What follows belongs to an exercise in optimizing a design on an open flow for small area; a production flow would make more cautious choices. In this exercise RTL edits were held to simulation tests only and were not proved equivalent to the original. No activity file was given, so power comes from the tool's default toggle rates.

[design.v]
module mem_ctrl
#(
	parameter WORD_SIZE = 32,
	parameter CL_SIZE_WIDTH = 512,
	parameter ADDR_BITCOUNT = 64
)
(
	input wire clk,
	input wire rst_n,
	input wire host_init,
	input wire host_rd_ready,
	input wire host_wr_ready,
	input logic [1:0] op,
	input wire [ADDR_BITCOUNT-1:0] raw_address,
	input wire [ADDR_BITCOUNT-1:0] address_offset,
	input logic [WORD_SIZE-1:0] common_data_bus_read_in, 
	output logic [WORD_SIZE-1:0] common_data_bus_write_out, 
	input logic [CL_SIZE_WIDTH-1:0] host_data_bus_read_in,
	output logic [CL_SIZE_WIDTH-1:0] host_data_bus_write_out,
	output logic [ADDR_BITCOUNT-1:0] corrected_address,
	output logic ready,
	output logic tx_done,
	output logic rd_valid,
	output logic host_re,  
	output logic host_we,
	output logic host_rgo,
	output logic host_wgo
);
	localparam FILL_COUNT = CL_SIZE_WIDTH / WORD_SIZE;
	localparam FILL_BITS = $clog2(FILL_COUNT);
	typedef enum logic [1:0]
	{
		IDLE = 2'b00,
		READ = 2'b01,
		WRITE = 2'b11 
	} opcode;
	typedef enum reg[1:0]
	{
		STARTUP = 2'b00,
		READY = 2'b01,
		HOSTOP = 2'b10,
		FILL = 2'b11
	} sm_state;
	opcode op_in;
	sm_state state;
	logic [FILL_BITS-1:0] fill_count;
	reg [CL_SIZE_WIDTH-1:0] line_buffer;
	logic [WORD_SIZE-1:0] line_out [FILL_COUNT-1:0];
	reg bubble;
	genvar gv;
	generate
		for(gv = 0; gv < FILL_COUNT; ++gv) begin
			assign line_out[gv] = line_buffer[((gv + 1)*WORD_SIZE)-1:gv*WORD_SIZE];
		end
	endgenerate
	always_comb begin
		host_data_bus_write_out = line_buffer;
		common_data_bus_write_out = line_out[fill_count];
		tx_done = 1'b0;
		ready = 1'b1;
		host_re = 1'b0;
		host_we = 1'b0;
		host_rgo = 1'b0;
		host_wgo = 1'b0;
		rd_valid = 1'b0;
		case(state)
			STARTUP: begin
				ready = 1'b0;
			end
			READY: begin
			end
			HOSTOP: begin
				if(op == WRITE) begin
					host_wgo = 1'b1;
					if(host_wr_ready && bubble) begin
						tx_done = 1'b1;
						host_we = 1'b1;
					end
				end	
				else if(op == READ) begin
					host_rgo = 1'b1;
					if(host_rd_ready && bubble) begin
						host_re = 1'b1;
					end
				end
			end
			FILL: begin
				if(op == READ) begin
					rd_valid = 1'b1;
					if(&fill_count == 1'b1) begin
						tx_done = 1'b1;
					end
				end
			end
			default: begin
			end
		endcase
	end
	always_ff@ (posedge clk, negedge rst_n) begin
		if(!rst_n) begin
			state <= STARTUP;
			fill_count <= '0;
			line_buffer <= '0;
			bubble <= '0;
		end
		else begin
			case(state)
				STARTUP: begin
					if(host_init) begin
						state <= READY;
					end
				end
				READY: begin
					if(op_in == READ) begin
						state <= HOSTOP;
					end
					else if(op_in == WRITE) begin
						state <= FILL;
					end
				end
				FILL: begin
					if(&fill_count == 1'b1) begin
						fill_count <= '0;
						if(op_in == WRITE) begin
							state <= HOSTOP;
							line_buffer <= {common_data_bus_read_in, line_buffer[CL_SIZE_WIDTH-1:WORD_SIZE]};					
						end
						else if(op_in == READ) begin
							state <= READY;
						end
					end
					else begin
						if(op_in == WRITE) begin
							line_buffer <= {common_data_bus_read_in, line_buffer[CL_SIZE_WIDTH-1:WORD_SIZE]};					
						end
						else if(op_in == READ) begin
							bubble <= '0;
						end
						fill_count <= fill_count + 1;
					end
				end
				HOSTOP: begin
					if(op == READ && host_rd_ready) begin
						line_buffer <= host_data_bus_read_in;
						state <= FILL;
						bubble <= bubble + 1;
					end
					else if(op == WRITE && host_wr_ready && bubble) begin
						state <= READY;
						bubble <= 1'b0;
					end
					else if(op == WRITE && !bubble) begin
						bubble <= bubble + 1;
					end
				end
				default begin
				end
			endcase
		end
	end
	assign op_in = opcode'(op);
	assign corrected_address = raw_address + address_offset;
endmodule
[run.sh]
#!/bin/bash
# synth_recipe.tcl (not shown) runs the flow's synth.tcl, then flattens the netlist and writes it again
# the make line also repeats each setting of config.mk as NAME=value (left out here)
make -C /OpenROAD-flow-scripts/flow DESIGN_CONFIG=/design/flow/config.mk WORK_HOME=/design/flow/orfs CLKGATE_MAP_FILE= SYNTH_SCRIPT=/design/flow/synth_recipe.tcl finish
[config.mk]
export PLATFORM = sky130hd
export DESIGN_NAME = mem_ctrl
export DESIGN_NICKNAME = mem_ctrl
export VERILOG_FILES = /design/flow/design.v
export SDC_FILE = /design/flow/constraint.sdc
export NUM_CORES = 4
export LEC_CHECK = 0
export CAP_MARGIN = 20
export CORE_AREA = 10 10 390 390
export DIE_AREA = 0 0 400 400
export SLEW_MARGIN = 20
[constraint.sdc]
create_clock -name core_clock -period 7.0 [get_ports {clk}]
set_input_delay 1.4000 -clock core_clock [delete_from_list [all_inputs] [get_ports {clk}]]
set_output_delay 1.4000 -clock core_clock [all_outputs]
set_load 0.01 [all_outputs]
==> out/results.txt <==
Clock share of power: 15.0%
Die Width: 400 um
Flops & latches, synth: 519
Setup TNS: 0 ns
Synth Instances: 3929
Worst VDD drop: 0.284 mV
Internal power of the cells: 0.0120 W
Overflow after GRT: 0
Final Critical Period: 6.77 ns
CTS Buf Count: 70
Worst-Skew Late Latency: 0.68 ns
RSZ-0062 raised after global routing: no
Layout area overhead: 56.4%
Final Hold Fails: 0
Slew HR: 24.3%
CORE AREA: 0.143 mm2
Distinct cells, synth: 80
HP Class: flip-flop to flip-flop
Worst-path cell chain: clkdlybuf4s50_1, ha_1, inv_1, fa_1, nand2b_1, a21oi_1, o41a_1, o21bai_1, a21oi_4, a31oi_2, o41ai_2, a21oi_1, xnor2_1, clkdlybuf4s50_1
Vias in the first global route: 35200
Final setup fails: 0
Sw power: 0.0123 W
Syn Area/Cell: 7.74 um2
Critical path class: primary input to primary output
Sequential cell area: 0.0130 mm2
Wire length per cell: 34.7 um
CP startpoint kind: primary input
Die area: 0.160 mm2
Share of post-route cells with drive strength above 1: 4.83%
Synth Flop Type: dfrtp_1
Chip Height: 400 um
Max incr delay on CP: 0.63 ns
First-pass DRT Iterations: 9
Worst-margin pin slew: 1.14 ns
Global-route wire length before repair: 318 mm
Combinational group share of total power: 51.8%
Routability congestion estimate: 1.01
Leak: 19.3 nW
Total number of vias: 37600
Post-synthesis async set-or-reset flop share: 100%
CTS root buffer: clkbuf_16
Syn Nets: 4676
Crit path max-delay cell type: clkdlybuf4s50_1
Worst clock skew: 0.0398 ns
CTS Sinks: 519
Final WL: 244 mm
Via density: 5.34
Top delay family on crit path: compound AO/OA/AOI/OAI gates
Sw Ratio: 50.7%
Max Freq: 148 MHz
Minimum hold slack: 0.573 ns
Starting density of the core: 21.2%
Max Slew Vio Count: 0
Max Cap Viol: 0
Worst EP required: 5.60 ns
# rows: 139
Hold Buf Count CTS: 0
Status: complete, no violations
Initial antenna violation count: 73
Area occupied by multi-input gates: 0.0162 mm2
Synth Warn #: 2
Flop pwr share: 33.2%
I/O pin cnt: 1294
Critical path buffers and inverters: 3
Sequential fraction of the synthesis area: 42.7%
Share of the synthesized area in the top cell type: 42.7%
Maximum clock insertion buffer count: 3
Clock-pin slew on the worst setup and hold paths: 0.06 ns
Port buffer count: 1293
Crit end category: primary output
Commonest non-fill, non-tap cell in the layout: clkdlybuf4s50_1
Most frequent cells in the layout: clkdlybuf4s50_1 (1292), nand2_1 (1126), nor2_1 (600)
Largest net degree at the start of global routing: 181
Period utilization: 96.6%
Post-Syn Area: 0.0304 mm2
Nets: 5788
Top cell type by total area after synthesis: dfrtp_1
CTS tree: built
Pwr/cell area: 511 mW/mm2
Detail Placement HPWL: 195 mm
Largest cells by area after synthesis: dfrtp_1 (43%), nand2_1 (14%), a31oi_1 (11%), nor2_1 (7.5%), clkbuf_1 (3.3%)
Fillers: 15200
Maximum fanout along the worst path: 4
Post-route ant nets: 0
Residual DRC: 0
DR iter-0 viols: 5531
Post-CTS setup buffer count: 0
Crit path DAT: 5.37 ns
All-Layer GR Usage: 28.7%
Post-CTS resize count: 0
H-tree levels: 3
EDFF count, synth: 0
registers in the layout, summed over array words and instances (netlist names):
register,cells
bubble,1
state,2
line_buffer,512
fill_count,4
power groups by stage:
stage,combinational (W),sequential [W],clock [W]
detailed placement,0.0125,0.00786,0
CTS,0.0126,0.00782,0.00370
global route,0.0133,0.00802,0.00379
finish,0.0126,0.00806,0.00365
floorplan,0.00480,0.00634,0
global placement,0.0124,0.00784,0
cells by family after synthesis:
group / Yosys count / share of synthesized area [%]
AOI/OAI and AO/OA: 1020 / 22.7
muxes: 36 / 1.28
buffers and inverters: 347 / 4.40
DFF: 519 / 42.7
xor gates and xnor gates: 59 / 1.70
and+or+nand+nor: 1880 / 24.4
adders and majority gates: 68 / 2.82
worst paths after layout:
check / start / end / slack, ns / cells after the start
setup / recovery: raw_address[0] / corrected_address[56] / 0.23 / 14
max in group asynchronous: rst_n / line_buffer[496] / 4.69 / 2
hold reg to reg: bubble / bubble / 0.57 / 1
setup reg to reg: state[0] / line_buffer[467] / 2.98 / 6
min in group asynchronous: rst_n / line_buffer[392] / 0.69 / 1
hold / removal: bubble / bubble / 0.57 / 1
layer usage:
layer / up-vias / GRT usage, % / wire length [um] / share of wire [%]
met5: - / 0 / 295 / 0.12
met1: 18500 / 36.7 / 95500 / 39
li1: 16100 / - / - / -
met4: 44 / 14.5 / 13300 / 5.5
met3: 442 / 10.7 / 30800 / 13
met2: 2512 / 42.0 / 104000 / 43
through the flow:
stage | worst slack, ns | utilization, % | total power, W | cell area (um2) | cells
after floorplan | 1.87 | - | 0.0111 | 30400 | 3929
after global placement | 0.304 | 31.5 | 0.0203 | 45200 | 6872
after detailed placement | 0.258 | 31.5 | 0.0204 | 45200 | 6872
final | 0.235 | 33.1 | 0.0243 | 47500 | 7031
after global routing | 0.0481 | 33.1 | 0.0252 | 47500 | 7013
after CTS | 0.243 | 33.1 | 0.0241 | 47400 | 6991
cell usage after synthesis (4+ instances only):
cell,count
a31oi_1,522
mux2i_1,22
a21oi_1,107
xor2_1,23
dfrtp_1,519
nand2_1,1127
o21ai_0,68
a222oi_1,22
mux2_2,13
xnor2_1,36
a22o_1,57
nand3_1,35
nor2_1,606
o21ai_1,4
nand2b_1,12
o21bai_1,15
nor3_1,14
buf_2,26
a22oi_1,58
a221oi_1,53
a41oi_1,24
and3_1,24
and2_1,11
a21o_1,23
ha_1,67
o21a_1,6
a211oi_1,9
a221o_1,5
nor2b_1,6
or3_1,5
inv_1,26
buf_1,28
o211ai_1,6
nand4_1,22
clkbuf_1,264
layout make-up:
type / instances / share of cell area [%]
clock inverter: 32 / 0.716
antenna: 40 / 0.211
tap: 1903 / 5.01
inverter: 27 / 0.213
clock buffer: 87 / 3.92
multi-input combinational: 3063 / 34.0
timing repair buffer: 1360 / 28.6
sequential: 519 / 27.3

## afterwards: timing with drivers on the ports
No port has a modelled driver above. Below, the same layout with a new extraction and two added sets of constraints.
Step 1, drivers: a clkbuf_16 drives clk and a buf_2 each remaining input, both assumed.
Step 2, shift: input delay + t, output delay - t, t = (earliest + latest rising clock arrival at the registers) / 2. This alone moves slack from input paths to output paths.
Three values: no drivers, after step 1, after step 2; two values: the first two.
shift t [ns]: 0.756
setup WS [ns]: 0.235 / 0.199 / 0.199
worst hold slack (ns): 0.573 / 0.573 / 0.573
After both steps setup and hold are still met in this run. For this run, drivers alone change the setup slack by -0.036 ns; drivers and shift together by -0.036 ns.
